Context: an optimization exercise on an open-source flow, tuned for small area. The choices shown serve that exercise and are no tape-out recipe. Only the layout flow was run in this run; the RTL was not checked for function there.

<file path="flow/constraint.sdc">
create_clock -name core_clock -period 10.0 [get_ports {CLK_100MHz}]
set_input_delay 2.0000 -clock core_clock [delete_from_list [all_inputs] [get_ports {CLK_100MHz}]]
set_output_delay 2.0000 -clock core_clock [all_outputs]
set_load 0.01 [all_outputs]
</file>
<file path="flow/standard.sh">
#!/bin/bash
# synth_recipe.tcl (not shown) runs the flow's synth.tcl, then flattens the netlist and writes it again
# the make line also repeats each setting of config.mk as NAME=value (left out here)
make -C /OpenROAD-flow-scripts/flow DESIGN_CONFIG=/design/flow/config.mk WORK_HOME=/design/flow/orfs CLKGATE_MAP_FILE= SYNTH_SCRIPT=/design/flow/synth_recipe.tcl "${@:-finish}"
</file>
<file path="flow/flow/run.sh">
#!/bin/bash
# Own flow: the standard layout, with a synthesis that skips Yosys's full/half
# adder extraction (extract_fa) and maps with ABC's default area-recovering
# script.  Registers, their names and cell types are those of the standard
# synthesis (same RTL passes, same flop mapping); only the combinational
# mapping differs.
set -euo pipefail
W=$PWD
sed "s#SYNTH_SCRIPT=[^ ]*#SYNTH_SCRIPT=$W/flow/synth.tcl#" standard.sh > own_synth.sh
bash own_synth.sh synth > synth_make.log 2>&1
bash standard.sh > layout_make.log 2>&1
</file>
<file path="flow/design.v">
module Snake (CLK_100MHz,Tick,Reset,Go,dir,gameOver,randX,randY,VBlank,HBlank,
              CurrentX,CurrentY,RED,GREEN,BLUE);
    input CLK_100MHz, Tick, Reset, VBlank, HBlank, Go;
    input [10:0] randX, randY, CurrentX, CurrentY;
    input [1:0] dir;
    output reg gameOver;
    output [3:0] RED, GREEN, BLUE;
    reg        r_q, g_q, b_q;
    assign RED   = {4{r_q}};
    assign GREEN = {4{g_q}};
    assign BLUE  = {4{b_q}};
    reg  [8:0]   hx, hy;            
    reg  [8:0]   ancx [1:2];        
    reg  [8:0]   ancy [1:2];
    reg  [127:1] sa, sb;            
    reg  [6:0]   nvalid;            
    reg  [4:0]   sz;                
    reg  [10:0]  appleX, appleY;
    reg          pause, zflag;
    reg  [1:0]   ldir;
    wire [10:0] cx = CurrentX, cy = CurrentY;
    wire border = (cx <= 20) || (cx >= 780) || (cy <= 20) || (cy >= 580);
    wire apple  = (cx > appleX) && ({1'b0,cx} < {1'b0,appleX} + 12'd20) &&
                  (cy > appleY) && ({1'b0,cy} < {1'b0,appleY} + 12'd20);
    wire box00  = (cx != 0) && (cx < 20) && (cy != 0) && (cy < 20);
    wire [8:0] cqx = cx[10:2], cqy = cy[10:2];
    wire lox = (cx[1:0] == 2'b00), loy = (cy[1:0] == 2'b00);
    wire [4:0] rokx, roky;
    genvar r;
    generate
        for (r = 0; r < 5; r = r + 1) begin : rk
            assign rokx[r] = (r >= 1 || !lox) && (cqx >= r);
            assign roky[r] = (r >= 1 || !loy) && (cqy >= r);
        end
    endgenerate
    wire [8:0] zsx, zcx_, zsy, zcy_;
    Snake_csa5 mx(.c(cqx), .s(zsx), .k(zcx_));
    Snake_csa5 my(.c(cqy), .s(zsy), .k(zcy_));
    wire [2:0] bok;
    wire [8:0] dsum [0:2];
    wire [8:0] ddif [0:2];
    wire [8:0] ksum [0:2];
    wire [8:0] kdif [0:2];
    genvar m, i, rx, ry;
    generate
        for (m = 0; m < 3; m = m + 1) begin : big
            wire [8:0] axm, aym;
            if (m == 0) begin : h
                assign axm = hx;
                assign aym = hy;
            end else begin : a
                assign axm = ancx[m];
                assign aym = ancy[m];
            end
            wire okx, oky;
            wire [4:0] selx, sely;
            wire [8:0] dx, dy;
            Snake_axis ax_(.zs(zsx), .zk(zcx_), .za(axm), .rok(rokx), .ok(okx), .sel(selx), .d(dx));
            Snake_axis ay_(.zs(zsy), .zk(zcy_), .za(aym), .rok(roky), .ok(oky), .sel(sely), .d(dy));
            assign bok[m] = okx && oky;
            assign dsum[m] = dx + dy;
            assign ddif[m] = dy - dx;
            wire [8:0] ks [0:24];
            wire [8:0] kd [0:24];
            for (rx = 0; rx < 5; rx = rx + 1) begin : tx
                for (ry = 0; ry < 5; ry = ry + 1) begin : ty
                    localparam [8:0] KX = 47 - 205*rx;
                    localparam [8:0] KY = 47 - 205*ry;
                    localparam [8:0] KS = KX + KY;
                    localparam [8:0] KD = KY - KX;
                    wire hit = selx[rx] && sely[ry];
                    if (rx == 0 && ry == 0) begin : f
                        assign ks[0] = {9{hit}} & KS;
                        assign kd[0] = {9{hit}} & KD;
                    end else begin : n
                        assign ks[5*rx+ry] = ks[5*rx+ry-1] | ({9{hit}} & KS);
                        assign kd[5*rx+ry] = kd[5*rx+ry-1] | ({9{hit}} & KD);
                    end
                end
            end
            assign ksum[m] = ks[24];
            assign kdif[m] = kd[24];
        end
    endgenerate
    wire [6:0] size = {sz, 2'b11};
    wire [6:0] lim = (size < nvalid) ? size : nvalid;
    wire [4:0] ea [0:7];            
    wire [4:0] eb [0:7];
    wire [5:0] offa [0:7];          
    wire [5:0] offb [0:7];
    wire [7:0] sub_any;             
    wire head;
    generate
        for (m = 0; m < 8; m = m + 1) begin : sub
            localparam BIG = m / 3;
            if (m % 3 == 0) begin : o0
                assign offa[m] = 6'd0;
                assign offb[m] = 6'd0;
            end else begin : o1
                assign offa[m] = offa[m-1] + {ea[m-1][4], ea[m-1]};
                assign offb[m] = offb[m-1] + {eb[m-1][4], eb[m-1]};
            end
            wire [8:0] sA = dsum[BIG] + ksum[BIG] + ({offa[m][5], offa[m][5], offa[m], 1'b0} - 9'd78);
            wire [8:0] sB = ddif[BIG] + kdif[BIG] + (9'd15 - {offb[m][5], offb[m][5], offb[m], 1'b0});
            wire rin = (sA[8:5] == 4'd0) && (sB[8:5] == 4'd0);
            wire ok = bok[BIG] && rin;
            wire pi = sA[0];
            wire [3:0] ta = sA[4:1];
            wire [3:0] tb = sB[4:1];
            wire [3:0] ca [0:15];
            wire [3:0] cb [0:15];
            assign ca[0] = 4'd8;
            assign cb[0] = 4'd7;
            wire [15:0] mt;             
            assign mt[0] = (ta == 4'd8) && (tb == 4'd7) && ((m == 0) ? 1'b1 : (16*m <= lim));
            for (i = 1; i <= 15; i = i + 1) begin : ent
                if (16*m + i <= 127) begin : e
                    assign ca[i] = ca[i-1] - {3'd0, sa[16*m+i]} + ((i % 2 == 0) ? 4'd1 : 4'd0);
                    assign cb[i] = cb[i-1] + {3'd0, sb[16*m+i]} - ((i % 2 == 0) ? 4'd1 : 4'd0);
                    assign mt[i] = (ca[i] == ta) && (cb[i] == tb) && (16*m + i <= lim);
                end else begin : z
                    assign ca[i] = 4'd0;
                    assign cb[i] = 4'd0;
                end
            end
            if (16*m + 16 <= 127) begin : nx
                assign ea[m] = 5'd7 - {1'b0, ca[15]} + {4'd0, sa[16*m+16]};
                assign eb[m] = {1'b0, cb[15]} - 5'd8 + {4'd0, sb[16*m+16]};
            end else begin : nn
                assign ea[m] = 5'd0;
                assign eb[m] = 5'd0;
            end
            wire even_any = (m == 0) ? (|{mt[14], mt[12], mt[10], mt[8], mt[6], mt[4], mt[2]})
                                     : (|{mt[14], mt[12], mt[10], mt[8], mt[6], mt[4], mt[2], mt[0]});
            wire odd_any  = |{mt[15], mt[13], mt[11], mt[9], mt[7], mt[5], mt[3], mt[1]};
            assign sub_any[m] = ok && (pi ? odd_any : even_any);
            if (m == 0) begin : hd
                assign head = ok && !pi && mt[0];
            end
        end
    endgenerate
    wire snake = (|sub_any) | ((size > nvalid) && box00);
    wire restart = Reset || gameOver;
    wire eat = apple && head;
    wire zload = Reset || (Tick && zflag);
    wire [8:0] nhx = hx + ((ldir == 2'd1) ? 9'd1 : (ldir == 2'd3) ? 9'd511 : 9'd0);
    wire [8:0] nhy = hy + ((ldir == 2'd2) ? 9'd1 : (ldir == 2'd0) ? 9'd511 : 9'd0);
    wire na = (ldir == 2'd1) || (ldir == 2'd2);
    wire nb = (ldir == 2'd1) || (ldir == 2'd0);
    always @(posedge CLK_100MHz) begin
        ldir <= dir;
        if (restart) begin
            pause <= 1'b1;
            zflag <= 1'b1;
        end else begin
            if (Go) pause <= 1'b0;
            if (!pause) zflag <= 1'b0;
        end
        if (eat) begin
            appleX <= randX;
            appleY <= randY;
            if (sz != 5'd31) sz <= sz + 5'd1;
        end else if (restart) begin
            appleX <= 11'd400;
            appleY <= 11'd300;
            sz <= 5'd0;
        end
        gameOver <= !Reset && head && (border || snake);
        if (zload) begin
            hx <= 9'd5;       
            hy <= 9'd25;      
            nvalid <= 7'd0;
        end else if (Tick) begin
            hx <= nhx;
            hy <= nhy;
            if (nvalid != 7'd127) nvalid <= nvalid + 7'd1;
        end
        if (Tick) begin
            sa <= {sa[126:1], na};
            sb <= {sb[126:1], nb};
        end
        if (VBlank || HBlank) begin
            r_q <= 1'b0; g_q <= 1'b0; b_q <= 1'b0;
        end else begin
            r_q <= apple && !snake;
            g_q <= (head || snake) && !border;
            b_q <= border;
        end
    end
    generate
        for (m = 1; m < 3; m = m + 1) begin : anc
            wire a_ = sa[48*m], b_ = sb[48*m];
            wire xs = (a_ == b_);
            wire [8:0] ux = ancx[m] + (xs ? (a_ ? 9'd1 : 9'd511) : 9'd0);
            wire [8:0] uy = ancy[m] + (!xs ? (a_ ? 9'd1 : 9'd511) : 9'd0);
            wire v = (nvalid >= 48*m);
            always @(posedge CLK_100MHz)
                if (Tick) begin
                    ancx[m] <= v ? ux : 9'd5;
                    ancy[m] <= v ? uy : 9'd25;
                end
        end
    endgenerate
endmodule
module Snake_csa5(c, s, k);
    input  [8:0] c;
    output [8:0] s, k;
    wire [8:0] p0 = c, p1 = {c[6:0], 2'b0}, p2 = {c[5:0], 3'b0},
               p3 = {c[2:0], 6'b0}, p4 = {c[1:0], 7'b0};
    wire [8:0] s1 = p0 ^ p1 ^ p2;
    wire [8:0] k1 = {((p0 & p1) | (p0 & p2) | (p1 & p2)), 1'b0};
    wire [8:0] s2 = s1 ^ p3 ^ p4;
    wire [8:0] k2 = {((s1 & p3) | (s1 & p4) | (p3 & p4)), 1'b0};
    assign s = s2 ^ k1 ^ k2;
    assign k = {((s2 & k1) | (s2 & k2) | (k1 & k2)), 1'b0};
endmodule
module Snake_axis(zs, zk, za, rok, ok, sel, d);
    input  [8:0] zs, zk, za;
    input  [4:0] rok;
    output ok;
    output [4:0] sel;
    output [8:0] d;
    assign d = zs + zk - za;
    assign sel[0] = rok[0] && ((d + 9'd47) < 9'd96);
    assign sel[1] = rok[1] && ((d + 9'd354) < 9'd96);
    assign sel[2] = rok[2] && ((d + 9'd149) < 9'd96);
    assign sel[3] = rok[3] && ((d + 9'd456) < 9'd96);
    assign sel[4] = rok[4] && ((d + 9'd251) < 9'd96);
    assign ok = |sel;
endmodule
</file>
<file path="flow/config.mk">
export PLATFORM = sky130hd
export DESIGN_NAME = Snake
export DESIGN_NICKNAME = Snake
export VERILOG_FILES = /design/flow/design.v
export SDC_FILE = /design/flow/constraint.sdc
export NUM_CORES = 8
export LEC_CHECK = 0
export CAP_MARGIN = 20
export CORE_MARGIN = 2
export CORE_UTILIZATION = 40
export CTS_BUF_LIST = sky130_fd_sc_hd__clkbuf_4 sky130_fd_sc_hd__clkbuf_8
export CTS_CLUSTER_SIZE = 20
export GPL_TIMING_DRIVEN = 0
export SETUP_SLACK_MARGIN = 0.3
export SLEW_MARGIN = 20
</file>
<file path="flow/flow/synth.tcl">
# The standard synthesis script (synth_recipe.tcl) with two changes made by
# overriding commands: extract_fa does nothing, and abc maps with Yosys's
# default ABC script (no ORFS speed script, no delay target or drive constraints).
proc synth {args} { yosys synth -nofsm -noshare {*}$args }
proc extract_fa {args} { puts "own flow: extract_fa skipped" }
proc abc {args} {
  foreach k {-script -constr -D} {
    set i [lsearch -exact $args $k]
    if {$i >= 0} { set args [lreplace $args $i [expr {$i + 1}]] }
  }
  puts "own flow: abc $args"
  yosys abc {*}$args
}
source $::env(SCRIPTS_DIR)/synth.tcl
# left out here: clear keep_hierarchy, flatten, clean up, hide names made inside functions, write 1_2_yosys.v
</file>
==> results.py <==
metrics = {
    "setup_path": {
        "cp_common_cell": "maj3_2",
        "crit_required_ns": 10.64,
        "crit_path_start_kind": "input port",
        "critPathKind": "in -> reg",
        "endpoint_kind": "flop",
        "slowest_stage": "or4b_4",
        "worstPathArrival_ns": 10.79,
        "worstPathMaxFanout": 7,
        "max_stage_delay_ns": 0.56,
    },
    "routing": {
        "route.detailed.wl_per_inst_um": 20.5,
        "wirelength_um": 146000,
        "vias": 41200,
        "first_iter_violations": 3391,
        "antenna_left": 0,
        "drc": 0,
        "drtPass1Iterations": 6,
        "viasPerCell": 5.76,
    },
    "logic_synthesis": {
        "syn_avg_cell_area_um2": 8.51,
        "yosysSeqAreaShare_pct": 23.0,
        "yosys_warnings": 3,
        "synth_nets": 5250,
        "synthCells": 5198,
        "synth_top_area_share_pct": 21.5,
        "synthFlopType": "edfxtp_1",
        "synthArstFlopShare_pct": 0,
        "synth_edf_count": 317,
        "yosys.area.top_type": "edfxtp_1",
        "synthTopCellsByArea": "edfxtp_1, xnor2_1, xor2_1",
        "synth-seq-cells": 350,
        "synth_cell_types": 74,
        "syn-cell-area_um2": 44200,
    },
    "clock_network": {
        "cts_hold_buffers": 0,
        "clkTransAtPathRegs_ns": 0.07,
        "tritoncts": "done",
        "clk_latency_ns": 0.72,
        "cts_root_buf": "clkbuf_8",
        "cts_max_level": 3,
        "cts.sinks": 350,
        "cts_buffers": 76,
        "clockBufferDepth": 3,
    },
    "outcome": {
        "outcome": "complete, but fails checks",
        "violations": "setup timing",
    },
    "floorplanning": {
        "num_rows": 121,
        "die_area_um2": 113000,
        "die_w_um": 337,
        "start_util_pct": 40.5,
        "boundaryPins": 65,
        "core_um2": 109000,
        "die_h_um": 337,
    },
    "cells_and_area": {
        "area_growth_pct": 22.2,
        "final_common_cell": "xnor2_1",
        "utilization_pct": 49.4,
        "final_cell_mix": "xnor2_1, nand2_1, xor2_1",
        "layout-drive-gt1-share_pct": 15.1,
        "layout.nets": 5664,
        "instances_no_fill": 7146,
    },
    "sta": {
        "fin_crit_ns": 10.15,
        "slew_viol_final": 0,
        "hold_viol": 0,
        "fin_tns_setup_ns": -0.284,
        "relSlewSlack_pct": 24.4,
        "final.setup_skew_ns": 0.0418,
        "fmax_ghz": 0.0986,
        "worst_pin_slew_ns": 1.13,
        "fin_ws_ns": -0.145,
        "final-setup-viol-count": 3,
        "period_share_pct": 101,
        "rsz0062_at_grt": "true",
    },
    "place": {
        "pre_cts_ws_ns": -4.43,
        "hpwl_um": 108000,
        "placed_cells": 6777,
        "routabilityCongestion": 0.953,
        "numPortBuffers": 64,
    },
    "global_routing": {
        "grt_usage_pct": 24.9,
        "grt_pass1_vias": 38600,
        "antenna_found_initial": 5,
        "grt_max_degree": 95,
        "grt_pass1_wl_um": 223000,
        "overflow": 0,
    },
    "job": {
        "maxCapViolCount": 0,
    },
    "hold_path": {
        "min_path_type": "reg -> reg",
    },
}
-- logic make-up (layout without fill, tap and decap cells) --
group	after synthesis	count (layout)	synth area share [%]
AO/OA/AOI/OAI	1109	1109	16.2
XOR/XNOR	1627	1629	35.8
adder cells (fa/ha/maj)	196	196	4.44
buffers and inverters	134	599	1.24
flip-flops	350	350	23.0
multiplexers	30	30	0.710
other	0	2	0
AND/OR/NAND/NOR	1752	1755	18.6
-- what timing repair did --
action,in CTS,in global routing
gates resized for setup,323,99
cloned,5,2
pin swaps,119,75
buffers inserted,157,69
endpoints found under the setup margin,57,57
-- per-layer routing --
metal  part of all wire, %  wire, um  up-vias  global-route usage, %
li1                      -         -    19600                      -
met1                    44     64900    19700                   34.4
met2                    45     65300     1531                   39.4
met3                   7.0     10300      296                   3.33
met4                   3.9      5680        6                   9.88
met5                 0.027        39        -                      0
-- synthesized netlist by cell type, drive strengths merged, types with 12 or more instances --
library cell / count
o211ai: 42
nor2: 467
xor2: 583
nor2b: 60
or2: 32
maj3: 196
nand2: 565
o2111ai: 56
nand3: 109
xnor2: 931
and2: 53
o31ai: 17
xor3: 28
or3: 40
o21a: 32
xnor3: 85
dfxtp: 33
a221oi: 22
o221ai: 13
nor4: 62
a21oi: 285
a31oi: 36
mux2i: 19
edfxtp: 317
or4: 16
o21ai: 286
nand4: 67
clkinv: 122
o22ai: 40
a21o: 39
a21boi: 18
buf: 12
nor3: 126
o21bai: 14
a22oi: 21
a211oi: 43
a2111oi: 41
and3: 42
nand2b: 62
-- path summary, 6_finish.rpt --
| path | start | end | slack [ns] | cells after the start |
|---|---|---|---|---|
| max reg2reg | sa[1] | gameOver | 0.53 | 29 |
| min | pause | zflag | 0.45 | 2 |
| max | CurrentX[2] | gameOver | -0.15 | 31 |
| min reg2reg | pause | zflag | 0.45 | 2 |
-- registers in the layout, summed over array words and instances (netlist names), 2 cells and up --
register	flops
ancx	18
sa	127
sz	5
hy	9
sb	127
nvalid	7
ancy	18
appleY	11
hx	9
ldir	2
appleX	11
-- worst max-delay path: cells and delay by family --
family | cells | cell delay (ns)
multiplexers | 1 | 0.27
adder cells (fa/ha/maj) | 10 | 3.45
AO/OA/AOI/OAI | 5 | 1.29
AND/OR/NAND/NOR | 6 | 1.87
XOR/XNOR | 6 | 1.50
buffers and inverters | 3 | 0.38
-- per-stage QoR --
step / cell area (um^2) / hold WS (ns)
after detailed placement: 48300 / 0.442
after floorplan: 45000 / 0.427
final: 54000 / 0.454
after global routing: 54000 / 0.479
after CTS: 52900 / 0.460
after global placement: 47500 / 0.443
-- area by class of cell --
type	count	area, um^2
inverters	122	490
flip-flops and latches	350	10200
multi-input cells	4719	36600
well taps	1476	1850
fillers	10400	55300
clock inverters	39	322
repair buffers	331	3250
diodes	2	5.00
plain buffers	12	90.1
clock buffers	95	1190

-- afterwards: timing with drivers on the ports --
The results above use ideal ports. As a check the final layout listed here was re-extracted and re-timed, cells and wires unchanged. Step 1 sets driving cells, clkbuf_16 on the clock port and buf_2 on the other inputs (assumed; they add their load-dependent delay and slew). Step 2 adds t to the input delays and takes it off the output delays; t is the mean of the earliest and latest rising clock arrival at the registers after step 1. Input paths then give back, and output paths get back, about the clock's delay inside the block. a / b / c = ideal / step 1 / step 2; a / b = the first two.
t (ns): 0.776
setup WS [ns]: -0.145 / -0.253 / -1.029
worst setup path after step 2: input to register
For this run, drivers alone change the setup slack by -0.108 ns; drivers and shift together by -0.884 ns.
